What follows belongs to an exercise in optimizing a design on an open flow for small area; a production flow would make more cautious choices. At most, simulation tests tie the RTL to the original design; equivalence was not proved. Function not checked in run 4: the RTL went through the layout flow alone. The flow treats the clock pin as an ideal source, which a real chip does not have. No activity file was given, so power comes from the tool's default toggle rates.

## flow/config.mk

```make
export PLATFORM = sky130hd
export DESIGN_NAME = top
export DESIGN_NICKNAME = top
export VERILOG_FILES = /design/flow/design.v
export SDC_FILE = /design/flow/constraint.sdc
export NUM_CORES = 4
export LEC_CHECK = 0
export ABC_AREA = 1
export CAP_MARGIN = 20
export CORE_MARGIN = 2
export CORE_UTILIZATION = 40
export SLEW_MARGIN = 20
```

## flow/constraint.sdc

```tcl
create_clock -name core_clock -period 12.0 [get_ports {sys_clk}]
set_input_delay 2.4000 -clock core_clock [delete_from_list [all_inputs] [get_ports {sys_clk}]]
set_output_delay 2.4000 -clock core_clock [all_outputs]
set_load 0.01 [all_outputs]
```

## flow/design.v

```verilog
module clock_div(
    input clk, rst,
    output segtick,
    output [2:0] e,
    output ttick,       
    output ftick        
    );
    reg [6:0] ue;
    reg [4:0] w25;
    reg [2:0] w5;
    reg [6:0] z;
    reg [6:0] ue_n;
    integer i;
    reg c;
    always @* begin
        c = 1'b1;
        for (i = 0; i < 7; i = i + 1) begin ue_n[i] = ue[i] ^ c; c = c & ue[i]; end
    end
    wire w25_last = (w25 == 5'b10000);
    always @(posedge clk or posedge rst)
        if (rst) begin
            ue <= 7'd122; w25 <= 5'd0; w5 <= 3'd0; z <= 7'd0;
        end else begin
            ue  <= ue_n;
            w25 <= {w25[3:0], w25[4] ^ w25[2] ^ ~(w25[0] | w25[1])};
            if (w25_last) w5 <= {w5[1:0], ~(w5[1] | w5[2])};
            z   <= {z[5:0], z[6] ^ z[5] ^ ~(z[0] | z[1])};
        end
    assign segtick = &ue[3:0];
    assign e = ue[6:4];
    assign ttick = (ue[2:0] == 3'd6) & w5[1] & w5[0] & (w25 == 5'b00101);
    assign ftick = (w25 == 5'd0) & (z == 7'd0);
endmodule
module bottomFlag(
    input  key, clk, clr,
    output reg flag
    );
    reg s1, kc, s2;
    reg [2:0] count;
    wire c2 = ~count[2] & count[1] & ~count[0];
    always @(posedge clk or posedge clr)
        if (clr) begin
            s1 <= 1'b0; kc <= 1'b0; count <= 3'd0; s2 <= 1'b0; flag <= 1'b0;
        end else begin
            s1    <= key;
            kc    <= key & ~s1;
            count <= kc ? 3'd0 : {count[2] ^ (count[1] & count[0]), count[1] ^ count[0], ~count[0]};
            if (c2) s2 <= key;
            flag  <= c2 & key & ~s2;
        end
endmodule
module flowLED (input clk, rst,
                input en,
                input ftick,
                output [5:0] led);
    reg [2:0] kk;
    reg winD;
    always @(posedge clk or posedge rst)
        if (rst) begin kk <= 3'b100; winD <= 1'b0; end
        else begin
            winD <= en;
            if (ftick) kk <= {kk[1:0], ~kk[2]};
        end
    assign led[5] = winD & ~kk[2] & ~kk[0];
    assign led[4] = winD &  kk[0] & ~kk[1];
    assign led[3] = winD &  kk[1] & ~kk[2];
    assign led[2] = winD &  kk[2] &  kk[0];
    assign led[1] = winD &  kk[1] & ~kk[0];
    assign led[0] = winD &  kk[2] & ~kk[1];
endmodule
module seg_tube(
    input clk, rst, segtick,
    input [2:0] e,
    input [3:0] pre,
    output [7:0] seg_out,
    output [7:0] seg_en
);
    reg [3:0] data, shown;
    always @(posedge clk or posedge rst)
        if (rst) begin data <= 4'd0; shown <= 4'hf; end
        else if (segtick) begin data <= pre; shown <= data; end
    wire blank = &shown;
    reg [6:0] seg7;
    always @* begin
        case (shown)
            4'd0: seg7 = 7'b100_0000;
            4'd1: seg7 = 7'b111_1001;
            4'd2: seg7 = 7'b010_0100;
            4'd3: seg7 = 7'b011_0000;
            4'd4: seg7 = 7'b001_1001;
            4'd5: seg7 = 7'b001_0010;
            4'd6: seg7 = 7'b000_0010;
            4'd7: seg7 = 7'b111_1000;
            4'd8: seg7 = 7'b000_0000;
            4'd9: seg7 = 7'b001_0000;
            default: seg7 = 7'b111_1111;
        endcase
    end
    assign seg_out = {~(e == 3'd2), seg7};
    assign seg_en = {~((e == 3'd7) & ~blank), ~(7'b1 << e)};
endmodule
module seg_functions(
    input clk, rst, timer_en, ttick,
    input [1:0] gs,
    input [2:0] e,
    input [3:0] st1, st10,
    input [1:0] st100,
    output reg [3:0] pre
);
    reg [3:0] sec1, min1;
    reg [2:0] sec10, min10;
    always @(posedge clk or posedge rst)
        if (rst) begin
            sec1 <= 4'd0; sec10 <= 3'd0; min1 <= 4'd0; min10 <= 3'd0;
        end else if (ttick) begin
            if (gs == 2'b00) begin
                sec1 <= 4'd0; sec10 <= 3'd0; min1 <= 4'd0; min10 <= 3'd0;
            end else if (timer_en) begin
                if (~(sec1[3] & sec1[0]))
                    sec1 <= {sec1[3] ^ (sec1[2] & sec1[1] & sec1[0]), sec1[2] ^ (sec1[1] & sec1[0]), sec1[1] ^ sec1[0], ~sec1[0]};
                else begin
                    sec1 <= 4'd0;
                    if (~(sec10[2] & sec10[0]))
                        sec10 <= {sec10[2] ^ (sec10[1] & sec10[0]), sec10[1] ^ sec10[0], ~sec10[0]};
                    else begin
                        sec10 <= 3'd0;
                        if (min10[2] & min10[1] & min1[1] & min1[0]) begin min10 <= 3'd0; min1 <= 4'd0; end
                        else if (~(min1[3] & min1[0]))
                            min1 <= {min1[3] ^ (min1[2] & min1[1] & min1[0]), min1[2] ^ (min1[1] & min1[0]), min1[1] ^ min1[0], ~min1[0]};
                        else begin
                            min1 <= 4'd0;
                            min10 <= {min10[2] ^ (min10[1] & min10[0]), min10[1] ^ min10[0], ~min10[0]};
                        end
                    end
                end
            end
        end
    reg [3:0] dsel;
    always @* begin
        case (e)
            3'd7: dsel = {1'b0, sec10};
            3'd0: dsel = min1;
            3'd1: dsel = {1'b0, min10};
            3'd2: dsel = st1;
            3'd3: dsel = st10;
            3'd4: dsel = {2'b0, st100};
            3'd5: dsel = 4'd0;
            default: dsel = sec1;
        endcase
    end
    always @(posedge clk) pre <= dsel;
endmodule
module fsm (input clk, rst,
            input start_sw,
            input win_flag,
            input active,
            output reg [1:0] gs,
            output reg timer_en,
            output reg [3:0] st1,
            output reg [3:0] st10,
            output reg [1:0] st100);
    wire playing = gs[0] ^ gs[1];
    wire st_zero = (st1 == 4'd0) & (st10 == 4'd0) & (st100 == 2'd0);
    wire st_max  = (st1 == 4'd5) & (st10 == 4'd5) & st100[1];
    wire st1_9   = st1[3] & st1[0];
    wire st10_9  = st10[3] & st10[0];
    always @(posedge clk or posedge rst)
        if (rst) begin
            gs <= 2'b00; timer_en <= 1'b0;
            st1 <= 4'd0; st10 <= 4'd0; st100 <= 2'd0;
        end else begin
            if (~start_sw)     gs <= 2'b00;
            else if (win_flag) gs <= 2'b11;
            else if (st_zero)  gs <= 2'b10;
            else               gs <= 2'b01;
            timer_en <= playing;
            if (playing) begin
                if (active) begin
                    if (st_max) begin
                        st1 <= 4'd0; st10 <= 4'd0; st100 <= 2'd0;
                    end else if (~st1_9)
                        st1 <= {st1[3] ^ (st1[2] & st1[1] & st1[0]), st1[2] ^ (st1[1] & st1[0]), st1[1] ^ st1[0], ~st1[0]};
                    else begin
                        st1 <= 4'd0;
                        if (~st10_9)
                            st10 <= {st10[3] ^ (st10[2] & st10[1] & st10[0]), st10[2] ^ (st10[1] & st10[0]), st10[1] ^ st10[0], ~st10[0]};
                        else begin
                            st10 <= 4'd0;
                            st100 <= {st100[1] ^ st100[0], ~st100[0]};
                        end
                    end
                end
            end else if (~gs[1]) begin
                st1 <= 4'd0; st10 <= 4'd0; st100 <= 2'd0;
            end
        end
endmodule
module play (input clk, rst,
             input [1:0] gs,
             input [3:0] act,
             input random,
             input set,
             input [4:0] num,
             output reg possible_led,
             output reg [1:0] g0, g1, g2, gbp,
             output reg gb,
             output reg win_flag);
    reg [1:0] o0, o1, o2, bp;
    wire [1:0] o3 = o0 ^ o1 ^ o2;
    wire [4:0] rc;
    random rd (clk, rst, rc);
    wire [4:0] idx = random ? rc : num;
    reg [5:0] tb;
    always @* begin
        case (idx)
            5'd0:  tb = {2'd0, 2'd1, 2'd3};
            5'd1:  tb = {2'd0, 2'd2, 2'd3};
            5'd2:  tb = {2'd1, 2'd0, 2'd3};
            5'd3:  tb = {2'd1, 2'd2, 2'd3};
            5'd4:  tb = {2'd2, 2'd0, 2'd3};
            5'd5:  tb = {2'd2, 2'd1, 2'd3};
            5'd6:  tb = {2'd0, 2'd1, 2'd2};
            5'd7:  tb = {2'd0, 2'd3, 2'd2};
            5'd8:  tb = {2'd1, 2'd0, 2'd2};
            5'd9:  tb = {2'd1, 2'd3, 2'd2};
            5'd10: tb = {2'd3, 2'd0, 2'd2};
            5'd11: tb = {2'd3, 2'd1, 2'd2};
            5'd12: tb = {2'd0, 2'd2, 2'd1};
            5'd13: tb = {2'd0, 2'd3, 2'd1};
            5'd14: tb = {2'd2, 2'd0, 2'd1};
            5'd15: tb = {2'd2, 2'd3, 2'd1};
            5'd16: tb = {2'd3, 2'd0, 2'd1};
            5'd17: tb = {2'd3, 2'd2, 2'd1};
            5'd18: tb = {2'd1, 2'd2, 2'd0};
            5'd19: tb = {2'd1, 2'd3, 2'd0};
            5'd20: tb = {2'd2, 2'd1, 2'd0};
            5'd21: tb = {2'd2, 2'd3, 2'd0};
            5'd22: tb = {2'd3, 2'd1, 2'd0};
            5'd23: tb = {2'd3, 2'd2, 2'd0};
            5'd24: tb = {2'd3, 2'd2, 2'd0};
            default: tb = {2'd0, 2'd1, 2'd2};
        endcase
    end
    wire load = set & (random | ~(num[4] & num[3]));
    always @(posedge clk or posedge rst)
        if (rst) begin
            o0 <= 2'd0; o1 <= 2'd1; o2 <= 2'd2; bp <= 2'b10;
        end else begin
            case (gs)
                2'b00: if (load) {o0, o1, o2} <= tb;
                2'b10: begin
                    if (o0 == 2'd3)      bp <= 2'b00;
                    else if (o1 == 2'd3) bp <= 2'b01;
                    else if (o2 == 2'd3) bp <= 2'b10;
                    else                 bp <= 2'b11;
                end
                2'b01: case (bp)
                    2'b00: if (act[1]) begin o0 <= o1; o1 <= o0; bp <= 2'b01; end
                           else if (act[2]) begin o0 <= o2; o2 <= o0; bp <= 2'b10; end
                    2'b01: if (act[3]) begin o0 <= o1; o1 <= o0; bp <= 2'b00; end
                           else if (act[2]) begin o1 <= o3; bp <= 2'b11; end
                    2'b10: if (act[0]) begin o0 <= o2; o2 <= o0; bp <= 2'b00; end
                           else if (act[1]) begin o2 <= o3; bp <= 2'b11; end
                    2'b11: if (act[0]) begin o1 <= o3; bp <= 2'b01; end
                           else if (act[3]) begin o2 <= o3; bp <= 2'b10; end
                endcase
                default: ;
            endcase
        end
    always @(posedge clk or posedge rst)
        if (rst) possible_led <= 1'b1;
        else case ({o0, o1, o2})
            {2'd0, 2'd1, 2'd2}, {2'd2, 2'd0, 2'd3}, {2'd3, 2'd2, 2'd1}, {2'd1, 2'd3, 2'd0},
            {2'd2, 2'd0, 2'd1}, {2'd1, 2'd2, 2'd3}, {2'd3, 2'd1, 2'd0}, {2'd2, 2'd3, 2'd1},
            {2'd1, 2'd2, 2'd0}, {2'd0, 2'd1, 2'd3}, {2'd3, 2'd0, 2'd2}, {2'd0, 2'd3, 2'd2}:
                possible_led <= 1'b1;
            default: possible_led <= 1'b0;
        endcase
    always @(posedge clk or posedge rst)
        if (rst) begin
            g0 <= 2'd0; g1 <= 2'd1; g2 <= 2'd2; gbp <= 2'd0; gb <= 1'b0; win_flag <= 1'b0;
        end else begin
            if (gs != 2'b11) begin
                g0 <= o0; g1 <= o1; g2 <= o2; gbp <= bp; gb <= gs[0] ^ gs[1];
            end
            win_flag <= gb & (gbp == 2'b11) & (g0 == 2'd0) & (g1 == 2'd1) & (g2 == 2'd2);
        end
endmodule
module random (input clk, rst, output reg [4:0] rc);
    always @(posedge clk or posedge rst)
        if (rst) rc <= 5'd31;
        else if (rc[4] & rc[3]) rc <= 5'd0;
        else rc <= {rc[4] ^ (rc[3] & rc[2] & rc[1] & rc[0]), rc[3] ^ (rc[2] & rc[1] & rc[0]),
                    rc[2] ^ (rc[1] & rc[0]), rc[1] ^ rc[0], ~rc[0]};
endmodule
module vga_sync (
    input clk, rst,
    output reg [9:0] hc,
    output reg [9:0] vc,
    output hsync, vsync,
    output A,             
    output [1:0] q_t,     
    output actC,          
    output sameline,      
    output prevline,      
    output blank          
);
    reg [9:0] hc_n, vc_n;
    integer i;
    reg c, d;
    always @* begin
        c = 1'b1; d = 1'b1;
        for (i = 0; i < 10; i = i + 1) begin
            hc_n[i] = hc[i] ^ c; c = c & hc[i];
            vc_n[i] = vc[i] ^ d; d = d & vc[i];
        end
    end
    wire h_end = (hc == 10'd655);
    always @(posedge clk or posedge rst)
        if (rst) begin hc <= 10'd878; vc <= 10'd989; end
        else begin
            hc <= h_end ? 10'd880 : hc_n;
            if (vc == 10'd489) vc <= 10'd989;
            else if (h_end) vc <= vc_n;
        end
    wire h_wrap = (hc == 10'd654) | h_end;
    assign hsync = ~(((hc >= 10'd878) & (hc <= 10'd973)) | h_wrap);
    assign vsync = ~((vc == 10'd489) | ((vc == 10'd488) & h_end) | (vc == 10'd989) |
                     ((vc == 10'd990) & ~h_wrap));
    wire v_in  = ~vc[9] & (vc[8:0] <= 9'd480);
    assign A   = (~hc[9] & (hc[8:0] <= 9'd478) | (hc >= 10'd1022)) & v_in;
    assign q_t = {vc[8:0] > 9'd240, ~hc[9] & (hc[8:0] >= 9'd239)};
    wire hneg  = hc[9] & hc[8];
    assign actC     = ~hc[9] & (hc[8:0] <= 9'd480) & v_in;
    assign sameline = ~hneg & ~actC & v_in;
    assign prevline = hneg & ~vc[9] & (vc[8:0] >= 9'd1) & (vc[8:0] <= 9'd481);
    assign blank    = ~actC & ~sameline & ~prevline;
endmodule
module vga (input clk, rst,
            input [9:0] hc, vc,
            input A, actC, sameline, prevline, blank,
            input [1:0] q_t,
            input [1:0] g0, g1, g2, gbp,
            input gb,
            input [11:0] rom_data,
            output [3:0] red, green, blue,
            output [17:0] rom_addr);
    reg [1:0] fld;
    always @* case (q_t)
        2'd0: fld = g0; 2'd1: fld = g1; 2'd2: fld = g2; default: fld = g0 ^ g1 ^ g2;
    endcase
    wire blk = gb & (gbp == q_t);
    reg [2:0] sa, sb;
    always @(posedge clk or posedge rst)
        if (rst) begin sa <= 3'b100; sb <= 3'b100; end
        else begin
            if (A) sa <= blk ? 3'b101 : {1'b0, fld};
            sb <= sa;
        end
    function [17:0] add18(input [17:0] a, input [17:0] b, input cin);
        integer i; reg c;
        begin
            c = cin;
            for (i = 0; i < 18; i = i + 1) begin
                add18[i] = a[i] ^ b[i] ^ c;
                c = (a[i] & b[i]) | (c & (a[i] ^ b[i]));
            end
        end
    endfunction
    wire sx = sb[0], sy = sb[1];
    wire qxc = hc[8:0] > 9'd240;
    wire [4:0] kx = (sx & ~qxc) ? 5'd15 : (~sx & qxc) ? 5'd17 : 5'd0;
    wire [4:0] xh = add18({13'd0, hc[8:4]}, {13'd0, kx}, 1'b0);
    wire [8:0] X2 = actC ? {xh, hc[3:0]} : (sx ? 9'd480 : 9'd240);
    wire qy = prevline ? (vc[8:0] > 9'd241) : (vc[8:0] > 9'd240);
    wire [8:0] ky = ((sy & ~qy) ? 9'd240 : (~sy & qy) ? 9'd272 : 9'd0) + {9{prevline}};
    wire [8:0] ya = add18({9'd0, vc[8:0]}, {9'd0, ky}, 1'b0);
    wire [8:0] Y2 = blank ? (sy ? 9'd480 : 9'd240) : ya;
    wire [8:0] X3 = sb[2] ? 9'd0 : X2;
    wire [8:0] Y3 = sb[2] ? (sb[0] ? 9'd480 : 9'd0) : Y2;
    assign rom_addr = add18({Y3, X3}, ~{4'd0, Y3, 5'd0}, 1'b1);
    reg [11:0] rom_q;
    always @(posedge clk) rom_q <= rom_data;
    reg [11:0] rgb;
    always @(posedge clk or posedge rst)
        if (rst) rgb <= 12'd0;
        else rgb <= A ? rom_q : 12'd0;
    assign red   = rgb[11:8];
    assign green = rgb[7:4];
    assign blue  = rgb[3:0];
endmodule
module top (input sys_clk,
            input rst,
            input [4:0] bottom,
            input [5:0] key,
            input random_key,
            input [11:0] rom_data,
            output possi_led,
            output [7:0] DIG,
            output [7:0] Y,
            output [5:0] flow_led,
            output [3:0] red,
            output [3:0] green,
            output [3:0] blue,
            output hsync,
            vsync,
            output [5:0] key_led,
            output rd_led,
            output [17:0] rom_addr);
    assign key_led = key;
    assign rd_led  = random_key;
    wire segtick, ttick, ftick;
    wire [2:0] e;
    clock_div tbase (sys_clk, rst, segtick, e, ttick, ftick);
    wire set_flag;
    wire [3:0] act;
    bottomFlag stF (bottom[0], sys_clk, rst, set_flag);
    bottomFlag a0  (bottom[1], sys_clk, rst, act[0]);
    bottomFlag a1  (bottom[2], sys_clk, rst, act[1]);
    bottomFlag a2  (bottom[3], sys_clk, rst, act[2]);
    bottomFlag a3  (bottom[4], sys_clk, rst, act[3]);
    wire [1:0] gs;
    wire timer_en, win_flag;
    wire [3:0] st1, st10;
    wire [1:0] st100;
    fsm fsm (sys_clk, rst, key[5], win_flag, |act, gs, timer_en, st1, st10, st100);
    wire [1:0] g0, g1, g2, gbp;
    wire gb;
    play pC (sys_clk, rst, gs, act, random_key, set_flag, key[4:0], possi_led,
             g0, g1, g2, gbp, gb, win_flag);
    flowLED fled (sys_clk, rst, win_flag, ftick, flow_led);
    wire [3:0] pre;
    seg_functions sf (sys_clk, rst, timer_en, ttick, gs, e, st1, st10, st100, pre);
    seg_tube st (sys_clk, rst, segtick, e, pre, Y, DIG);
    wire [9:0] hc, vc;
    wire A, actC, sameline, prevline, blank;
    wire [1:0] q_t;
    vga_sync sync (sys_clk, rst, hc, vc, hsync, vsync, A, q_t, actC, sameline, prevline, blank);
    vga vga (sys_clk, rst, hc, vc, A, actC, sameline, prevline, blank, q_t,
             g0, g1, g2, gbp, gb, rom_data, red, green, blue, rom_addr);
endmodule
```

## flow/run.sh

```bash
#!/bin/bash
# synth_recipe.tcl (not shown) runs the flow's synth.tcl, then flattens the netlist and writes it again
# the make line also repeats each setting of config.mk as NAME=value (left out here)
make -C /OpenROAD-flow-scripts/flow DESIGN_CONFIG=/design/flow/config.mk WORK_HOME=/design/flow/orfs CLKGATE_MAP_FILE= SYNTH_SCRIPT=/design/flow/synth_recipe.tcl finish
```

==> flow_metrics.tcl, run 1 <==
set metrics [dict create \
    run_status "finished clean" \
    cp_slowest_cell "dfstp_2" \
    p_leak_nw 5.50 \
    drt_pass1_iterations 5 \
    critPathMaxStageDelay_ns 0.61 \
    ys.flop_type "dfrtp_1" \
    grt_usage_pct 16.2 \
    maxSlewHeadroom_pct 41.8 \
    core_area_um2 23400 \
    finalMaxSlewViolations 0 \
    io_buffers 87 \
    postCtsSetupBuffers 0 \
    drt_iter0_drc 467 \
    hpwl_mm 14.2 \
    ant_nets 0 \
    grt_max_degree 90 \
    synth_edf_count 0 \
    die_h_um 158 \
    grtUsageMet1_pct 22.2 \
    critPathLaunchType "flop" \
    finalHoldViolCount 0 \
    finalSetupTns_ns 0 \
    setup_viol_count_final 0 \
    hold_slack_ns 0.367 \
    grtUsageMet3_pct 2.46 \
    antenna_found_initial 0 \
    seq_area_frac_synth_pct 45.6 \
    fmax_mhz 105 \
    synth_warnings 10 \
    num_vias 7334 \
    min_period_ns 9.53 \
    htreeDepth 4 \
    tightest_slew_ns 0.873 \
    grt_overflow 0 \
    r2r_slack_ns 9.53 \
    peakVddDrop_v 0.000122 \
    io_pins 88 \
    syn_inst 1094 \
    synth_area_per_cell_um2 8.66 \
    wl_mm 18.8 \
    drc 0 \
    start_util_pct 40.5 \
    postSynth.asyncResetShare_pct 90.8 \
    rsz0062_at_grt "false" \
    clk_pin_slew_ns 0.07 \
    post_drt_via_cell_ratio 4.83 \
    wl_per_cell_um 12.4 \
    drive_above_1_share_pct 8.92 \
    cts_resized 0 \
    drv_cap 0 \
    cts_buffers 17 \
    grt_pass1_vias 7056 \
    area_growth_pct 19.0 \
    fin_crit_sh_pct 79.4 \
    p_per_area_nw_per_um2 185 \
    top_usage_layer "met2" \
    worst-setup-path-type "reg2out" \
    clock_latency_ns 0.43 \
    clock_sinks 174 \
    fin_nets 1299 \
    worst_path_most_repeated_cell "fa_1" \
    die_w_um 158 \
    grt_use_met2_pct 26.1 \
    cts_tree "built" \
    end_kind "output pin" \
    netlist_area_um2 9480 \
    ys_types 55 \
    yosys_register_bits 174 \
    path_max_fanout 6 \
    crit_required_ns 9.60 \
    syn_nets 1206 \
    diodes 0 \
    fin_skew_ns 0.00892 \
    cts_hold_buf 0 \
    grt_pass1_wl_mm 32.8 \
    arrival_ns 7.13 \
    place_congestion 0.904 \
    hold_class "reg2reg" \
    ctsLongestPathBuffers 2 \
    die_area_um2 24900 \
    core.rowCount 56 \
    cts-root-buf "clkbuf_16" \
]
[sequential cells by signal, indices dropped and copies added, names as in the netlist, 5 cells and up]
name,flops
vga.rgb,12
sync.vc,10
sync.hc,10
tbase.ue,7
pC.rd.rc,5
tbase.w25,5
vga.rom_q,12
tbase.z,7
[kinds of logic after synthesis]
kind of cell | synth area share (%)
multiplexers | 0.475
buffers and inverters | 8.24
XOR/XNOR | 2.22
AO/OA/AOI/OAI | 9.50
adder cells (fa/ha/maj) | 12.9
AND/OR/NAND/NOR | 21.0
flip-flops | 45.6
[stage by stage]
step / cell area [µm²] / cells / setup slack [ns] / util (%) / total power (W)
after floorplan: 9480 / 1094 / 3.67 / - / 0.00127
after CTS: 11300 / 1519 / 2.46 / 48.2 / 0.00211
after global placement: 10700 / 1487 / 3.00 / 45.6 / 0.00152
after global routing: 11300 / 1519 / 2.10 / 48.2 / 0.00225
after detailed placement: 10700 / 1487 / 2.90 / 45.6 / 0.00153
final: 11300 / 1519 / 2.47 / 48.2 / 0.00208
[worst paths after layout]
| kind | depth (start not counted) | to | startpoint |
|---|---|---|---|
| setup / recovery | 28 | rom_addr[17] | sync.hc[5] |
| hold / removal | 0 | vga.sb[2] | vga.sa[2] |
| setup reg to reg | 10 | sync.vc[8] | sync.vc[1] |
| hold reg to reg | 0 | vga.sb[2] | vga.sa[2] |
| max in group asynchronous | 3 | pC.g2[0] | rst |
| min in group asynchronous | 2 | tbase.z[0] | rst |
[worst max-delay path: cells and delay by family (launching register included)]
family	cells	cell delay (ns)
buf+inv	5	0.70
flops	1	0.61
fa+ha+maj	15	4.68
simple gates	7	0.60
compound gates	1	0.12
[Yosys cell counts (14+ instances only)]
library cell,instances,area share [%]
nor3_1,28,1.5
nand4_1,24,1.6
fa_1,20,4.2
dfrtp_1,120,32
nand2_1,193,7.6
nand3_1,57,3.0
o21ai_0,77,4.1
a21oi_1,41,2.2
inv_1,176,7.0
ha_1,66,8.7
dfstp_2,38,11
dfxtp_1,16,3.4
xnor2_1,14,1.3
nor2_1,114,4.5
[metal layers]
metal,part of all wire (%),up-vias
met2,47,135
met1,48,3435
met4,1.9,0
li1,-,3738
met3,3.0,26
met5,0,-
[layout make-up]
cell class,instances,area [µm²]
clock buffers,18,439
clock inverters,14,168
fillers,2285,12100
inverters,181,686
multi-input cells,723,4380
flip-flops and latches,174,4320
well taps,319,399
repair buffers,90,893
[where the power goes]
part,switching [W],internal (W)
registers,0.0000815,0.000693
clock network,0.000246,0.000321
logic,0.000411,0.000330
[placed cells by master (no fill, tap or decap), drive strengths merged, types with 3 or more instances in the layout]
cell type,count
nand2,195
nand3,59
clkinv,7
dfrtp,120
clkdlybuf4s50,87
clkbuf,18
o211ai,3
inv,186
xnor2,14
o21ai,81
nor3,32
nor2,117
mux2,4
a31oi,5
o221ai,5
a21oi,42
buf,3
dfstp,38
nor4,8
o22ai,9
fa,20
a21boi,3
nand4,24
or2,10
ha,66
xor2,10
dfxtp,16
==> run 2, diff against run 1 <==
==> flow/flow/run.sh (new file) <==
#!/bin/bash
# Standard ORFS layout, with two changes to how it is built:
#  - port buffers use the smallest buffer cell (buf_1) instead of the default
#  - clock tree built from small clock buffers, without dummy balancing loads
set -euo pipefail
export BUFFER_PORTS_ARGS="-buffer_cell sky130_fd_sc_hd__buf_1"
export CTS_ARGS="-sink_clustering_enable -repair_clock_nets -dont_use_dummy_load -buf_list sky130_fd_sc_hd__clkbuf_8 -root_buf sky130_fd_sc_hd__clkbuf_8 -sink_clustering_size 20"
bash standard.sh finish > standard_flow.log 2>&1
==> flow/standard.sh (new file) <==
#!/bin/bash
# synth_recipe.tcl (not shown) runs the flow's synth.tcl, then flattens the netlist and writes it again
# the make line also repeats each setting of config.mk as NAME=value (left out here)
make -C /OpenROAD-flow-scripts/flow DESIGN_CONFIG=/design/flow/config.mk WORK_HOME=/design/flow/orfs CLKGATE_MAP_FILE= SYNTH_SCRIPT=/design/flow/synth_recipe.tcl "${@:-finish}"
removed: flow/run.sh
==> flow_metrics.tcl, run 2 <==
set metrics [dict create \
    worst_path_most_repeated_cell "fa_1" \
    final-instance-count-excl-fill 1504 \
    min_period_ns 9.18 \
    whs_path_depth 0 \
    core_area_um2 23400 \
    drt_iter0_drc 525 \
    clock_latency_ns 0.45 \
    diodes 0 \
    fin_crit_sh_pct 76.5 \
    place_congestion 0.922 \
    antenna_found_initial 0 \
    fmax_mhz 109 \
    maxSlewHeadroom_pct 42.5 \
    synth_most_common_cell "nand2_1" \
    critPathLaunchType "flop" \
    yosys-top-cells-area "dfrtp_1 32%, dfstp_2 11%, ha_1 8.7%" \
    clock_sinks 174 \
    utilization_pct 44.3 \
    cts_hold_buf 0 \
    grt_pass1_wl_mm 31.5 \
    synth_edf_count 0 \
    cts-root-buf "clkbuf_8" \
    ys_types 55 \
    drc 0 \
    drive_above_1_share_pct 7.76 \
    io_pins 88 \
    syn_inst 1094 \
    p_comb_share_pct 37.7 \
    synth_area_per_cell_um2 8.66 \
    cts_buffers 17 \
    end_kind "output pin" \
    dpl.cell_count 1487 \
    p_leak_nw 5.08 \
    synth_warnings 10 \
    postSynth.asyncResetShare_pct 90.8 \
    clk_pin_slew_ns 0.09 \
    path_max_fanout 6 \
    finalMaxSlewViolations 0 \
    grt_overflow 0 \
    clock_power_share_pct 17.5 \
    postCtsSetupBuffers 0 \
    drt_pass1_iterations 5 \
    grt_usage_pct 15.5 \
    fill_cells 2347 \
    final_cell_mix "193 x nand2_1, 175 x inv_1, 120 x dfrtp_1, 114 x nor2_1, 87 x buf_1" \
    cts_resized 0 \
    hold_class "reg2reg" \
    place_ws_ns 3.26 \
    final_common_cell "nand2_1" \
    tightest_slew_ns 0.862 \
    syn_nets 1206 \
    htreeDepth 4 \
    r2r_cells 10 \
    die_w_um 158 \
    p_per_area_nw_per_um2 167 \
    intPower_w 0.00106 \
    post_drt_via_cell_ratio 4.79 \
    synth_area_leader_cell "dfrtp_1" \
    arrival_ns 6.78 \
    drv_cap 0 \
    cts_tree "built" \
    hold_slack_ns 0.352 \
    finalSetupTns_ns 0 \
    grt_max_degree 89 \
    wl_per_cell_um 12.3 \
    synth_common_cells "193 x nand2_1, 176 x inv_1, 120 x dfrtp_1" \
    netlist_area_um2 9480 \
    area_growth_pct 9.36 \
    grt_pass1_vias 6629 \
    switchingPower_w 0.000672 \
    rsz0062_at_grt "false" \
    p_sw_share_pct 38.8 \
    crit_required_ns 9.60 \
    core.rowCount 56 \
    run_status "finished clean" \
    seq_area_frac_synth_pct 45.6 \
    fin_skew_ns 0.0309 \
    num_vias 7209 \
    hpwl_mm 14.0 \
    reg.largest.list "vga.rgb: 12 flops, vga.rom_q: 12 flops" \
    finalHoldViolCount 0 \
    fin_nets 1299 \
    start_util_pct 40.5 \
    yosys_register_bits 174 \
    die_area_um2 24900 \
    critPathMaxStageDelay_ns 0.61 \
    ys.flop_type "dfrtp_1" \
    io_buffers 87 \
    ctsLongestPathBuffers 2 \
    seqPwrFrac_pct 44.9 \
    setup_slack_ns 2.82 \
    setup_viol_count_final 0 \
    die_h_um 158 \
    synth_top_area_share_pct 31.7 \
    cp_slowest_cell "dfstp_2" \
    wl_mm 18.5 \
    peakVddDrop_v 0.0000990 \
    worst-setup-path-type "reg2out" \
    ant_nets 0 \
]
-- run 2: per-stage QoR --
stage / power, W / area, µm²
5_1_grt: 0.00190 / 10400
3_3_place_gp: 0.00143 / 10100
3_5_place_dp: 0.00144 / 10100
6_report: 0.00173 / 10400
2_1_floorplan: 0.00127 / 9480
4_1_cts: 0.00175 / 10400
-- run 2: layout make-up --
cell class                      instances  area [µm²]  share of cell area (%)
Sequential cell                       174        4320                    41.7
Inverter                              181         686                    6.61
Timing Repair Buffer                   90         349                    3.37
Tap cell                              319         399                    3.85
Multi-Input combinational cell        723        4380                    42.2
Clock buffer                           17         234                    2.26
-- run 2: path summary, 6_finish.rpt --
path / startpoint / end / slack (ns)
worst max-delay path: sync.hc[5] / rom_addr[17] / 2.82
worst min-delay path: tbase.z[1] / tbase.z[2] / 0.35
worst max register to register: sync.vc[1] / sync.vc[8] / 9.47
worst min register to register: tbase.z[1] / tbase.z[2] / 0.35
max in group asynchronous: rst / sf.sec10[2] / 8.51
min in group asynchronous: rst / tbase.z[0] / 2.09
-- run 2: power groups by stage --
stage	registers (W)	clock network (W)	logic, W
2_1_floorplan	0.000760	0	0.000511
6_report	0.000777	0.000302	0.000652
3_5_place_dp	0.000787	0	0.000655
5_1_grt	0.000791	0.000343	0.000767
4_1_cts	0.000776	0.000319	0.000659
3_3_place_gp	0.000784	0	0.000649
-- run 2: per-layer routing --
metal  vias up  wire, µm  global-route usage, %  share of wire [%]
li1       3709         -                      -                  -
met1      3359      9040                   21.9                 49
met2       127      8640                   24.8                 47
met3        14       605                   2.82                3.3
met4         0       215                   4.12                1.2
met5         -         0                      0                  0
-- run 2: logic make-up (layout without fill, tap and decap cells) --
| kind of cell | Yosys count | after routing | synth area share, % |
|---|---|---|---|
| AO/OA/AOI/OAI | 160 | 160 | 9.50 |
| XOR/XNOR | 24 | 24 | 2.22 |
| adder cells (fa/ha/maj) | 86 | 86 | 12.9 |
| buffers and inverters | 197 | 288 | 8.24 |
| flip-flops | 174 | 174 | 45.6 |
| multiplexers | 4 | 4 | 0.475 |
| AND/OR/NAND/NOR | 449 | 449 | 21.0 |
-- run 2: worst max-delay path, delay by kind of cell (launching register included) --
family / cells / cell delay, ns
and+or+nand+nor: 7 / 0.60
adders and majority gates: 15 / 4.64
buffers and inverters: 5 / 0.36
AOI/OAI and AO/OA: 1 / 0.12
DFF: 1 / 0.61
==> run 3, diff against run 2 <==
--- a/flow/design.v
+++ b/flow/design.v
@@ -97,7 +97,8 @@
         endcase
     end
     assign seg_out = {~(e == 3'd2), seg7};
-    assign seg_en = {~((e == 3'd7) & ~blank), ~(7'b1 << e)};
+    assign seg_en = {~((e == 3'd7) & ~blank), e != 3'd6, e != 3'd5, e != 3'd4,
+                     e != 3'd3, e != 3'd2, e != 3'd1, e != 3'd0};
 endmodule
 module seg_functions(
     input clk, rst, timer_en, ttick,
@@ -155,7 +156,7 @@
             input win_flag,
             input active,
             output reg [1:0] gs,
-            output reg timer_en,
+            output reg timer_en,    
             output reg [3:0] st1,
             output reg [3:0] st10,
             output reg [1:0] st100);
@@ -164,16 +165,16 @@
     wire st_max  = (st1 == 4'd5) & (st10 == 4'd5) & st100[1];
     wire st1_9   = st1[3] & st1[0];
     wire st10_9  = st10[3] & st10[0];
+    always @(posedge clk) timer_en <= playing;
     always @(posedge clk or posedge rst)
         if (rst) begin
-            gs <= 2'b00; timer_en <= 1'b0;
+            gs <= 2'b00;
             st1 <= 4'd0; st10 <= 4'd0; st100 <= 2'd0;
         end else begin
             if (~start_sw)     gs <= 2'b00;
             else if (win_flag) gs <= 2'b11;
             else if (st_zero)  gs <= 2'b10;
             else               gs <= 2'b01;
-            timer_en <= playing;
             if (playing) begin
                 if (active) begin
                     if (st_max) begin
@@ -238,34 +239,34 @@
             5'd22: tb = {2'd3, 2'd1, 2'd0};
             5'd23: tb = {2'd3, 2'd2, 2'd0};
             5'd24: tb = {2'd3, 2'd2, 2'd0};
-            default: tb = {2'd0, 2'd1, 2'd2};
+            5'd30: tb = {2'd0, 2'd1, 2'd2};    
+            5'd25: tb = {2'd3, 2'd3, 2'd0};
+            5'd26: tb = {2'd1, 2'd2, 2'd2};
+            5'd27: tb = {2'd1, 2'd3, 2'd2};
+            5'd28: tb = {2'd2, 2'd3, 2'd0};
+            5'd29: tb = {2'd2, 2'd3, 2'd0};
+            default: tb = {2'd0, 2'd3, 2'd2};
         endcase
     end
     wire load = set & (random | ~(num[4] & num[3]));
+    wire gaming = ~gs[1] & gs[0];
+    wire b00 = bp == 2'b00, b01 = bp == 2'b01, b10 = bp == 2'b10, b11 = bp == 2'b11;
+    wire m01 = gaming & (b00 & act[1] | b01 & act[3]);
+    wire m02 = gaming & (b00 & ~act[1] & act[2] | b10 & act[0]);
+    wire m13 = gaming & (b01 & ~act[3] & act[2] | b11 & act[0]);
+    wire m23 = gaming & (b10 & ~act[0] & act[1] | b11 & ~act[0] & act[3]);
+    wire ld  = (gs == 2'b00) & load;
     always @(posedge clk or posedge rst)
         if (rst) begin
             o0 <= 2'd0; o1 <= 2'd1; o2 <= 2'd2; bp <= 2'b10;
         end else begin
-            case (gs)
-                2'b00: if (load) {o0, o1, o2} <= tb;
-                2'b10: begin
-                    if (o0 == 2'd3)      bp <= 2'b00;
-                    else if (o1 == 2'd3) bp <= 2'b01;
-                    else if (o2 == 2'd3) bp <= 2'b10;
-                    else                 bp <= 2'b11;
-                end
-                2'b01: case (bp)
-                    2'b00: if (act[1]) begin o0 <= o1; o1 <= o0; bp <= 2'b01; end
-                           else if (act[2]) begin o0 <= o2; o2 <= o0; bp <= 2'b10; end
-                    2'b01: if (act[3]) begin o0 <= o1; o1 <= o0; bp <= 2'b00; end
-                           else if (act[2]) begin o1 <= o3; bp <= 2'b11; end
-                    2'b10: if (act[0]) begin o0 <= o2; o2 <= o0; bp <= 2'b00; end
-                           else if (act[1]) begin o2 <= o3; bp <= 2'b11; end
-                    2'b11: if (act[0]) begin o1 <= o3; bp <= 2'b01; end
-                           else if (act[3]) begin o2 <= o3; bp <= 2'b10; end
-                endcase
-                default: ;
-            endcase
+            o0 <= ld ? tb[5:4] : m01 ? o1 : m02 ? o2 : o0;
+            o1 <= ld ? tb[3:2] : m01 ? o0 : m13 ? o3 : o1;
+            o2 <= ld ? tb[1:0] : m02 ? o0 : m23 ? o3 : o2;
+            if (gs == 2'b10)
+                bp <= (o0 == 2'd3) ? 2'b00 : (o1 == 2'd3) ? 2'b01 : (o2 == 2'd3) ? 2'b10 : 2'b11;
+            else
+                bp <= bp ^ {m02 | m13, m01 | m23};
         end
     always @(posedge clk or posedge rst)
         if (rst) possible_led <= 1'b1;
@@ -276,19 +277,21 @@
                 possible_led <= 1'b1;
             default: possible_led <= 1'b0;
         endcase
+    always @(posedge clk)
+        if (gs != 2'b11) begin
+            g0 <= o0; g1 <= o1; g2 <= o2; gbp <= bp;
+        end
     always @(posedge clk or posedge rst)
         if (rst) begin
-            g0 <= 2'd0; g1 <= 2'd1; g2 <= 2'd2; gbp <= 2'd0; gb <= 1'b0; win_flag <= 1'b0;
+            gb <= 1'b0; win_flag <= 1'b0;
         end else begin
-            if (gs != 2'b11) begin
-                g0 <= o0; g1 <= o1; g2 <= o2; gbp <= bp; gb <= gs[0] ^ gs[1];
-            end
+            if (gs != 2'b11) gb <= gs[0] ^ gs[1];
             win_flag <= gb & (gbp == 2'b11) & (g0 == 2'd0) & (g1 == 2'd1) & (g2 == 2'd2);
         end
 endmodule
 module random (input clk, rst, output reg [4:0] rc);
     always @(posedge clk or posedge rst)
-        if (rst) rc <= 5'd31;
+        if (rst) rc <= 5'd30;
         else if (rc[4] & rc[3]) rc <= 5'd0;
         else rc <= {rc[4] ^ (rc[3] & rc[2] & rc[1] & rc[0]), rc[3] ^ (rc[2] & rc[1] & rc[0]),
                     rc[2] ^ (rc[1] & rc[0]), rc[1] ^ rc[0], ~rc[0]};
@@ -321,19 +324,18 @@
         else begin
             hc <= h_end ? 10'd880 : hc_n;
             if (vc == 10'd489) vc <= 10'd989;
-            else if (h_end) vc <= vc_n;
+            else if (hc == 10'd653) vc <= vc_n;
         end
-    wire h_wrap = (hc == 10'd654) | h_end;
+    wire h_wrap = (hc == 10'd654) | h_end;    
     assign hsync = ~(((hc >= 10'd878) & (hc <= 10'd973)) | h_wrap);
-    assign vsync = ~((vc == 10'd489) | ((vc == 10'd488) & h_end) | (vc == 10'd989) |
-                     ((vc == 10'd990) & ~h_wrap));
+    assign vsync = ~((vc == 10'd989) | (vc == 10'd990));
     wire v_in  = ~vc[9] & (vc[8:0] <= 9'd480);
     assign A   = (~hc[9] & (hc[8:0] <= 9'd478) | (hc >= 10'd1022)) & v_in;
     assign q_t = {vc[8:0] > 9'd240, ~hc[9] & (hc[8:0] >= 9'd239)};
     wire hneg  = hc[9] & hc[8];
     assign actC     = ~hc[9] & (hc[8:0] <= 9'd480) & v_in;
-    assign sameline = ~hneg & ~actC & v_in;
-    assign prevline = hneg & ~vc[9] & (vc[8:0] >= 9'd1) & (vc[8:0] <= 9'd481);
+    assign sameline = ~hneg & ~h_wrap & ~actC & v_in;
+    assign prevline = (hneg | h_wrap) & ~vc[9] & (vc[8:0] >= 9'd1) & (vc[8:0] <= 9'd481);
     assign blank    = ~actC & ~sameline & ~prevline;
 endmodule
 module vga (input clk, rst,
==> flow_metrics.tcl, run 3 <==
set metrics [dict create \
    final_cell_mix "172 x inv_1, 163 x nand2_1, 119 x nor2_1, 114 x dfrtp_1, 87 x buf_1" \
    reg2reg_from "sync.hc[0]" \
    finalMaxSlewViolations 0 \
    ctsLongestPathBuffers 2 \
    fmax_mhz 106 \
    finalHoldViolCount 0 \
    grt_usage_pct 15.5 \
    peakVddDrop_v 0.0000969 \
    grt_overflow 0 \
    io_buffers 87 \
    placed_cell_area_um2 9970 \
    multi_input_area_um2 4180 \
    synth_edf_count 8 \
    cts_tree "built" \
    core.rowCount 55 \
    drt_iter0_drc 365 \
    wl_mm 18.0 \
    synth_common_cells "173 x inv_1, 163 x nand2_1, 119 x nor2_1" \
    htreeDepth 4 \
    critPathMaxStageDelay_ns 0.59 \
    clk_pin_slew_ns 0.11 \
    postCtsSetupBuffers 0 \
    p_comb_share_pct 34.4 \
    end_kind "output pin" \
    grt_max_degree 91 \
    die_w_um 157 \
    finalSetupTns_ns 0 \
    post_drt_via_cell_ratio 4.76 \
    p_per_area_nw_per_um2 161 \
    cts_resized 0 \
    path_max_fanout 5 \
    synth_most_common_cell "inv_1" \
    clock_power_share_pct 18.6 \
    tightest_slew_ns 0.814 \
    intPower_w 0.00103 \
    drc 0 \
    cp_slowest_cell "dfstp_2" \
    hold_start "tbase.z[0]" \
    r2r_slack_ns 9.56 \
    run_status "finished clean" \
    synth_area_leader_cell "dfrtp_1" \
    seq_area_um2 4350 \
    syn_nets 1162 \
    io_pins 88 \
    clock_sinks 174 \
    netlist_area_um2 9350 \
    fill_cells 2267 \
    setup_viol_count_final 0 \
    start_util_pct 41.0 \
    yosys-top-cells-area "dfrtp_1 31%, dfstp_2 9.8%, ha_1 8.3%" \
    power_w 0.00165 \
    critPathLaunchType "flop" \
    rr_endpoint "sync.hc[8]" \
    core_area_um2 22800 \
    r2r_cells 9 \
    hpwl_mm 13.7 \
    whs_path_depth 0 \
    place_congestion 0.886 \
    wl_per_cell_um 12.4 \
    synth_warnings 10 \
    switchingPower_w 0.000618 \
    p_sw_share_pct 37.6 \
    die_h_um 157 \
    die_area_um2 24600 \
    clock_latency_ns 0.47 \
    crit_required_ns 9.60 \
    ys.flop_type "dfrtp_1" \
    fin_skew_ns 0.0330 \
    fin_nets 1253 \
    ant_nets 0 \
    drv_cap 0 \
    worst-setup-path-type "reg2out" \
    rsz0062_at_grt "false" \
    cts_hold_buf 0 \
    seq_area_frac_synth_pct 46.6 \
    postSynth.asyncResetShare_pct 85.6 \
    grt_pass1_vias 6725 \
    fin_crit_sh_pct 79.0 \
    drive_above_1_share_pct 9.45 \
    reg.largest.list "vga.rgb: 12 flops, vga.rom_q: 12 flops" \
    worst_path_most_repeated_cell "fa_1" \
    seqPwrFrac_pct 47.0 \
    maxSlewHeadroom_pct 45.8 \
    area_growth_pct 9.14 \
    p_leak_nw 4.91 \
    synth_area_per_cell_um2 8.87 \
    arrival_ns 7.08 \
    grt_pass1_wl_mm 31.0 \
    final_common_cell "inv_1" \
    syn_inst 1054 \
    cts_buffers 17 \
    cts-root-buf "clkbuf_8" \
    antenna_found_initial 0 \
    synth_top_area_share_pct 30.5 \
    hold_class "reg2reg" \
    design_area_um2 10200 \
    diodes 0 \
    holdPathEnd "tbase.z[1]" \
    yosys_register_bits 174 \
    ys_types 53 \
    min_period_ns 9.48 \
    drt_pass1_iterations 4 \
    num_vias 6937 \
]
## run 3: cell types whose count changed in the layout (fill, tap and decap cells not counted), sizes merged, moves of 6 or more
cell    change
a21oi      -12
dfrtp       -6
edfxtp      +8
inv         +8
nand2      -25
nand3      +10
nand4       -7
nor2        +8
o211ai      +8
o21ai       -9
## run 3: cell type report
type / count / area share (%)
multi-input cells: 678 / 41.0
clock buffers: 17 / 2.29
repair buffers: 88 / 3.28
inverters: 186 / 6.89
flip-flops and latches: 174 / 42.7
well taps: 313 / 3.84
## run 3: how the worst max path moves through the flow
stage	start	cells past startpoint	end	slack (ns)
global route	sync.hc[6]	28	rom_addr[17]	2.03
floorplan	sync.hc[6]	27	rom_addr[17]	3.48
CTS	sync.hc[6]	28	rom_addr[17]	2.50
global placement	sync.hc[6]	28	rom_addr[17]	3.17
finish	sync.hc[6]	28	rom_addr[17]	2.52
detailed placement	sync.hc[6]	28	rom_addr[17]	3.01
## run 3: power by group through the flow
stage / registers (W) / clock network, W / logic, W
final: 0.000774 / 0.000306 / 0.000566
after global routing: 0.000788 / 0.000347 / 0.000665
after CTS: 0.000774 / 0.000325 / 0.000574
after detailed placement: 0.000785 / 0 / 0.000571
after global placement: 0.000783 / 0 / 0.000563
after floorplan: 0.000757 / 0 / 0.000450
## run 3: cell families (layout without fill, tap and decap cells)
| family | count (synthesis) | in the layout | share of synthesized area (%) |
|---|---|---|---|
| simple gates | 425 | 425 | 20.4 |
| compound gates | 145 | 145 | 9.25 |
| mux | 4 | 4 | 0.482 |
| flops | 174 | 174 | 46.6 |
| xor+xnor | 22 | 22 | 2.06 |
| fa+ha+maj | 82 | 82 | 12.6 |
| buf+inv | 202 | 291 | 8.65 |
## run 3: per-stage QoR
step	cells	hold slack, ns	setup WS [ns]	utilization [%]
after global placement	1439	0.351	3.17	43.8
after global routing	1456	0.367	2.03	44.8
after CTS	1456	0.356	2.50	44.8
after floorplan	1054	0.346	3.48	-
after detailed placement	1439	0.356	3.01	43.8
final	1456	0.354	2.52	44.8
## run 3: routing by layer
layer  up-vias  part of all wire (%)  GRT usage (%)
met5         -                     0              0
met4         0                   1.6           5.50
met3        22                   2.7           2.58
met2        99                    47           25.9
met1      3239                    49           20.4
li1       3577                     -              -
## run 3: worst max-delay path: cells and delay by family, from the launching register on
family | cells | cell delay [ns]
adders and majority gates | 15 | 4.68
and+or+nand+nor | 6 | 0.72
DFF | 1 | 0.59
buffers and inverters | 5 | 0.36
AOI/OAI and AO/OA | 2 | 0.29
==> run 4, diff against run 3 <==
--- a/flow/design.v
+++ b/flow/design.v
@@ -110,31 +110,28 @@
 );
     reg [3:0] sec1, min1;
     reg [2:0] sec10, min10;
+    function [3:0] bcd_inc(input [3:0] b);
+        bcd_inc = {(b[2] & b[1] & b[0]) | (b[3] & ~b[0]), b[2] ^ (b[1] & b[0]), ~b[3] & (b[1] ^ b[0]), ~b[0]};
+    endfunction
+    wire clr    = ttick & (gs == 2'b00);
+    wire inc    = ttick & timer_en & (gs != 2'b00);
+    wire c_s1   = sec1[3] & sec1[0];                   
+    wire c_s10  = sec10[2] & sec10[0];                 
+    wire c_m1   = min1[3] & min1[0];                   
+    wire m63    = min10[2] & min10[1] & min1[1] & min1[0];
+    wire i_s10  = inc & c_s1;
+    wire i_m1   = i_s10 & c_s10;
+    wire i_m10  = i_m1 & c_m1;
     always @(posedge clk or posedge rst)
         if (rst) begin
             sec1 <= 4'd0; sec10 <= 3'd0; min1 <= 4'd0; min10 <= 3'd0;
-        end else if (ttick) begin
-            if (gs == 2'b00) begin
-                sec1 <= 4'd0; sec10 <= 3'd0; min1 <= 4'd0; min10 <= 3'd0;
-            end else if (timer_en) begin
-                if (~(sec1[3] & sec1[0]))
-                    sec1 <= {sec1[3] ^ (sec1[2] & sec1[1] & sec1[0]), sec1[2] ^ (sec1[1] & sec1[0]), sec1[1] ^ sec1[0], ~sec1[0]};
-                else begin
-                    sec1 <= 4'd0;
-                    if (~(sec10[2] & sec10[0]))
-                        sec10 <= {sec10[2] ^ (sec10[1] & sec10[0]), sec10[1] ^ sec10[0], ~sec10[0]};
-                    else begin
-                        sec10 <= 3'd0;
-                        if (min10[2] & min10[1] & min1[1] & min1[0]) begin min10 <= 3'd0; min1 <= 4'd0; end
-                        else if (~(min1[3] & min1[0]))
-                            min1 <= {min1[3] ^ (min1[2] & min1[1] & min1[0]), min1[2] ^ (min1[1] & min1[0]), min1[1] ^ min1[0], ~min1[0]};
-                        else begin
-                            min1 <= 4'd0;
-                            min10 <= {min10[2] ^ (min10[1] & min10[0]), min10[1] ^ min10[0], ~min10[0]};
-                        end
-                    end
-                end
-            end
+        end else begin
+            sec1  <= clr ? 4'd0 : inc ? bcd_inc(sec1) : sec1;
+            sec10 <= clr ? 3'd0 : i_s10 ? {(sec10[2] & ~sec10[0]) | (sec10[1] & sec10[0]),
+                                           ~sec10[2] & (sec10[1] ^ sec10[0]), ~sec10[0]} : sec10;
+            min1  <= (clr | (i_m1 & m63)) ? 4'd0 : i_m1 ? bcd_inc(min1) : min1;
+            min10 <= (clr | (i_m1 & m63)) ? 3'd0 : i_m10 ? {min10[2] ^ (min10[1] & min10[0]),
+                                           min10[1] ^ min10[0], ~min10[0]} : min10;
         end
     reg [3:0] dsel;
     always @* begin
@@ -161,10 +158,18 @@
             output reg [3:0] st10,
             output reg [1:0] st100);
     wire playing = gs[0] ^ gs[1];
-    wire st_zero = (st1 == 4'd0) & (st10 == 4'd0) & (st100 == 2'd0);
-    wire st_max  = (st1 == 4'd5) & (st10 == 4'd5) & st100[1];
+    wire st_zero = ~(|st1) & ~(|st10) & ~(|st100);
+    wire st1_5   = st1[2] & ~st1[1] & st1[0];
+    wire st10_5  = st10[2] & ~st10[1] & st10[0];
     wire st1_9   = st1[3] & st1[0];
     wire st10_9  = st10[3] & st10[0];
+    wire inc     = playing & active;
+    wire clr     = ~(gs[0] | gs[1]) | (inc & st100[1] & st10_5 & st1_5);
+    wire inc10   = inc & st1_9;
+    wire inc100  = inc10 & st10_9;
+    function [3:0] bcd_inc(input [3:0] b);
+        bcd_inc = {(b[2] & b[1] & b[0]) | (b[3] & ~b[0]), b[2] ^ (b[1] & b[0]), ~b[3] & (b[1] ^ b[0]), ~b[0]};
+    endfunction
     always @(posedge clk) timer_en <= playing;
     always @(posedge clk or posedge rst)
         if (rst) begin
@@ -175,25 +180,9 @@
             else if (win_flag) gs <= 2'b11;
             else if (st_zero)  gs <= 2'b10;
             else               gs <= 2'b01;
-            if (playing) begin
-                if (active) begin
-                    if (st_max) begin
-                        st1 <= 4'd0; st10 <= 4'd0; st100 <= 2'd0;
-                    end else if (~st1_9)
-                        st1 <= {st1[3] ^ (st1[2] & st1[1] & st1[0]), st1[2] ^ (st1[1] & st1[0]), st1[1] ^ st1[0], ~st1[0]};
-                    else begin
-                        st1 <= 4'd0;
-                        if (~st10_9)
-                            st10 <= {st10[3] ^ (st10[2] & st10[1] & st10[0]), st10[2] ^ (st10[1] & st10[0]), st10[1] ^ st10[0], ~st10[0]};
-                        else begin
-                            st10 <= 4'd0;
-                            st100 <= {st100[1] ^ st100[0], ~st100[0]};
-                        end
-                    end
-                end
-            end else if (~gs[1]) begin
-                st1 <= 4'd0; st10 <= 4'd0; st100 <= 2'd0;
-            end
+            st1   <= clr ? 4'd0 : inc ? bcd_inc(st1) : st1;
+            st10  <= clr ? 4'd0 : inc10 ? bcd_inc(st10) : st10;
+            st100 <= clr ? 2'd0 : inc100 ? {st100[0], ~(st100[1] | st100[0])} : st100;
         end
 endmodule
 module play (input clk, rst,
==> flow/flow/run.sh (replaced) <==
#!/bin/bash
# Standard ORFS layout (the standard.sh, standard synthesis), with changes
# to how the layout is built only:
#  - port buffers use the smallest buffer cell (buf_1) instead of the default
#  - clock tree built from clkbuf_8 cells, without dummy balancing loads
#  - after CTS, logic cells are downsized where timing, slew and load allow
#    (flow/post_cts.tcl)
# The make output goes to standard_flow.log; ORFS keeps each tool's log under
# orfs/logs/.
set -euo pipefail
here=$(pwd)
export BUFFER_PORTS_ARGS="-buffer_cell sky130_fd_sc_hd__buf_1"
export CTS_ARGS="-sink_clustering_enable -repair_clock_nets -dont_use_dummy_load -buf_list sky130_fd_sc_hd__clkbuf_8 -root_buf sky130_fd_sc_hd__clkbuf_8"
export POST_CTS_TCL="$here/flow/post_cts.tcl"
bash standard.sh finish > standard_flow.log 2>&1
==> flow/flow/downsize.tcl (new file) <==
# Swap standard cells (except clock-tree cells) for the smallest cell of the same
# function (same name, lower drive strength) one at a time, keeping a swap only
# if it leaves no slew or capacitance violation and positive setup slack.
proc my_downsize {min_slack} {
  set block [ord::get_db_block]
  set db [ord::get_db]
  set n 0; set saved 0
  foreach inst [$block getInsts] {
    set m [$inst getMaster]
    if {[$m getType] ne "CORE"} { continue }
    set name [$m getName]
    if {![regexp {^(sky130_fd_sc_hd__[a-z0-9]+)_([0-9]+)$} $name -> base drv]} { continue }
    if {[string match "*clkbuf*" $base] || [string match "*clkinv*" $base] || [string match "*df*" $base]} { continue }
    set cands {}
    set a0 [expr [$m getWidth]*[$m getHeight]]
    foreach lc [get_lib_cells ${base}_*] {
      set cn [get_name $lc]
      set mm [$db findMaster $cn]
      if {$mm eq "NULL"} { continue }
      set a [expr [$mm getWidth]*[$mm getHeight]]
      if {$a < $a0} { lappend cands [list $a $cn] }
    }
    foreach c [lsort -real -index 0 $cands] {
      set cn [lindex $c 1]
      replace_cell [get_cells [$inst getName]] [get_lib_cells $cn]
      estimate_parasitics -placement
      if {[sta::max_slew_violation_count] == 0 && [sta::max_capacitance_violation_count] == 0 && [sta::worst_slack_cmd max] > $min_slack} {
        incr n; set saved [expr $saved + ($a0 - [lindex $c 0])/1e6]
        break
      }
      replace_cell [get_cells [$inst getName]] [get_lib_cells $name]
    }
  }
  estimate_parasitics -placement
  puts "downsize: $n cells, [format %.1f $saved] um2"
}
==> flow/flow/post_cts.tcl (new file) <==
# Run by ORFS's cts step (POST_CTS_TCL) after clock tree synthesis and timing
# repair: give every logic cell the smallest drive strength that keeps the
# design free of slew, capacitance and setup violations, then re-legalise.
source [file join [file dirname [info script]] downsize.tcl]
my_downsize 1e-9
detailed_placement
check_placement -verbose
estimate_parasitics -placement
==> flow_metrics.tcl, run 4 <==
set metrics [dict create \
    grt_overflow 0 \
    ant_nets 0 \
    rsz0062_at_grt "false" \
    hpwl_mm 12.8 \
    crit_required_ns 9.60 \
    grt_usage_pct 15.0 \
    p_per_area_nw_per_um2 155 \
    wl_mm 17.0 \
    critPathLaunchType "flop" \
    fmax_mhz 108 \
    core_area_um2 22500 \
    ys_types 53 \
    hold_class "reg2reg" \
    syn_nets 1117 \
    yosys-top-cells-area "dfrtp_1 31%, dfstp_2 10%, ha_1 7.8%" \
    fill_cells 2204 \
    fin_crit_sh_pct 76.8 \
    multi_input_area_um2 3900 \
    place_congestion 0.855 \
    whs_path_depth 0 \
    cts_tree "built" \
    seq_area_frac_synth_pct 47.7 \
    io_pins 88 \
    synth_area_leader_cell "dfrtp_1" \
    grt_pass1_vias 6423 \
    min_period_ns 9.22 \
    peakVddDrop_v 0.0000821 \
    r2r_cells 12 \
    clock_sinks 174 \
    arrival_ns 6.82 \
    setup_viol_count_final 0 \
    wl_met2_mm 7.73 \
    run_status "finished clean" \
    core.rowCount 55 \
    drt_pass1_iterations 5 \
    wl_met1_mm 8.47 \
    drive_above_1_share_pct 6.61 \
    yosys_register_bits 174 \
    synth_common_cells "166 x inv_1, 151 x nand2_1, 114 x dfrtp_1" \
    post_drt_via_cell_ratio 4.79 \
    end_kind "output pin" \
    die_w_um 155 \
    postSynth.asyncResetShare_pct 85.6 \
    final_cell_mix "165 x inv_1, 157 x nand2_1, 124 x nor2_1, 114 x dfrtp_1, 87 x buf_1" \
    hold_slack_ns 0.363 \
    io_buffers 87 \
    holdPathEnd "vga.sb[2]" \
    clk_pin_slew_ns 0.07 \
    wl_per_cell_um 12.2 \
    path_max_fanout 7 \
    synth_area_per_cell_um2 9.00 \
    die_area_um2 24000 \
    worst-setup-path-type "reg2out" \
    reg2reg_from "tbase.ue[1]" \
    ys.flop_type "dfrtp_1" \
    hold_start "vga.sa[2]" \
    finalHoldViolCount 0 \
    maxSlewHeadroom_pct 46.3 \
    fin_skew_ns 0.0438 \
    clock_latency_ns 0.46 \
    reg.largest.list "vga.rgb: 12 flops, vga.rom_q: 12 flops" \
    drv_cap 0 \
    final_common_cell "inv_1" \
    syn_inst 1014 \
    start_util_pct 40.5 \
    area_growth_pct 7.80 \
    synth_warnings 10 \
    drc 0 \
    finalMaxSlewViolations 0 \
    synth_top_area_share_pct 31.3 \
    fin_nets 1210 \
    finalSetupTns_ns 0 \
    p_leak_nw 4.76 \
    dr_wl_met3_um 573 \
    seq_area_um2 4350 \
    grt_pass1_wl_mm 29.6 \
    diodes 0 \
    synth_edf_count 8 \
    grt_max_degree 86 \
    synth_most_common_cell "inv_1" \
    num_vias 6654 \
    tightest_slew_ns 0.805 \
    highest-signal-layer "met4" \
    drt_iter0_drc 458 \
    antenna_found_initial 0 \
    r2r_slack_ns 9.28 \
    netlist_area_um2 9120 \
    rr_endpoint "sf.min1[1]" \
    die_h_um 155 \
]
==> run 4: worst max-delay path: stages (launching register included) <==
cell	delay, ns
dfstp_2	0.62
inv_2	0.05
nor3_1	0.34
a21oi_1	0.15
ha_1	0.30
inv_1	0.04
ha_1	0.18
fa_1	0.37
fa_1	0.43
nor2_1	0.11
nor2_1	0.07
fa_1	0.45
fa_1	0.39
fa_1	0.41
fa_1	0.40
fa_1	0.40
fa_1	0.40
fa_1	0.36
inv_1	0.07
fa_1	0.16
ha_1	0.13
ha_1	0.14
ha_1	0.15
inv_1	0.04
nand3_1	0.07
nand2_1	0.05
buf_1	0.12
==> run 4: metal layers <==
| metal | vias up | track usage [%] |
|---|---|---|
| met1 | 3079 | 20.7 |
| li1 | 3447 | - |
| met2 | 113 | 24.1 |
| met5 | - | 0 |
| met3 | 15 | 2.90 |
| met4 | 0 | 4.59 |
==> run 4: logic make-up (layout without fill, tap and decap cells) <==
family,after synthesis,in the layout,share of synthesized area (%)
compound gates,148,148,9.56
flops,174,174,47.7
buf+inv,188,279,8.09
mux,5,5,0.617
fa+ha+maj,77,77,12.2
simple gates,400,400,19.7
xor+xnor,22,22,2.11
==> run 4: per-stage QoR <==
step	cells	util (%)	cell area, µm²	total power, W	worst slack [ns]
after floorplan	1014	-	9120	0.00112	3.71
after detailed placement	1373	43.3	9730	0.00124	3.35
final	1390	43.7	9840	0.00152	2.78
after global placement	1373	43.3	9730	0.00124	3.45
after global routing	1390	43.7	9840	0.00166	2.35
==> run 4: cell type report <==
class	count	area share [%]
sequential	174	44.3
multi-input combinational	652	39.7
inverter	174	6.69
tap	285	3.63
timing repair buffer	88	3.40
clock buffer	17	2.38
==> run 4: how the worst max path moves through the flow <==
stage	startpoint	to	slack (ns)	cells past startpoint
after detailed placement	sync.hc[5]	rom_addr[17]	3.35	26
after global placement	sync.hc[5]	rom_addr[17]	3.45	26
final	sync.hc[5]	rom_addr[17]	2.78	26
after floorplan	sync.hc[5]	rom_addr[17]	3.71	25
after global routing	sync.hc[5]	rom_addr[17]	2.35	26
==> run 4: power by group <==
group / internal, W / switching [W]
Clock: 0.000125 / 0.000174
Combinational: 0.000176 / 0.000289
Sequential: 0.000688 / 0.0000709

## static timing again, ports no longer ideal
The flow's constraints put no driver on any port. The routed layouts listed below were extracted and timed again, unchanged, in two steps.
Step 1 sets driving cells, clkbuf_16 on the clock port and buf_2 on the other inputs (assumed; they add their load-dependent delay and slew).
Step 2, shift: input delay + t, output delay - t, t = (earliest + latest rising clock arrival at the registers) / 2. This alone moves slack from input paths to output paths.
a / b / c = ideal / step 1 / step 2; a / b = the first two.
| run | t (ns) | setup WS [ns] | hold slack, ns | cell pins on the clock port's net |
|---|---|---|---|---|
| run 1 | 0.466 | 2.469 / 2.425 / 2.891 | 0.367 / 0.367 / 0.367 | 1 |
| run 2 | 0.473 | 2.823 / 2.787 / 3.260 | 0.352 / 0.352 / 0.352 | 1 |
| run 3 | 0.485 | 2.523 / 2.481 / 2.966 | 0.354 / 0.354 / 0.354 | 1 |
| run 4 | 0.479 | 2.782 / 2.744 / 3.223 | 0.363 / 0.363 / 0.363 | 1 |
After both steps every run listed still meets setup and hold.
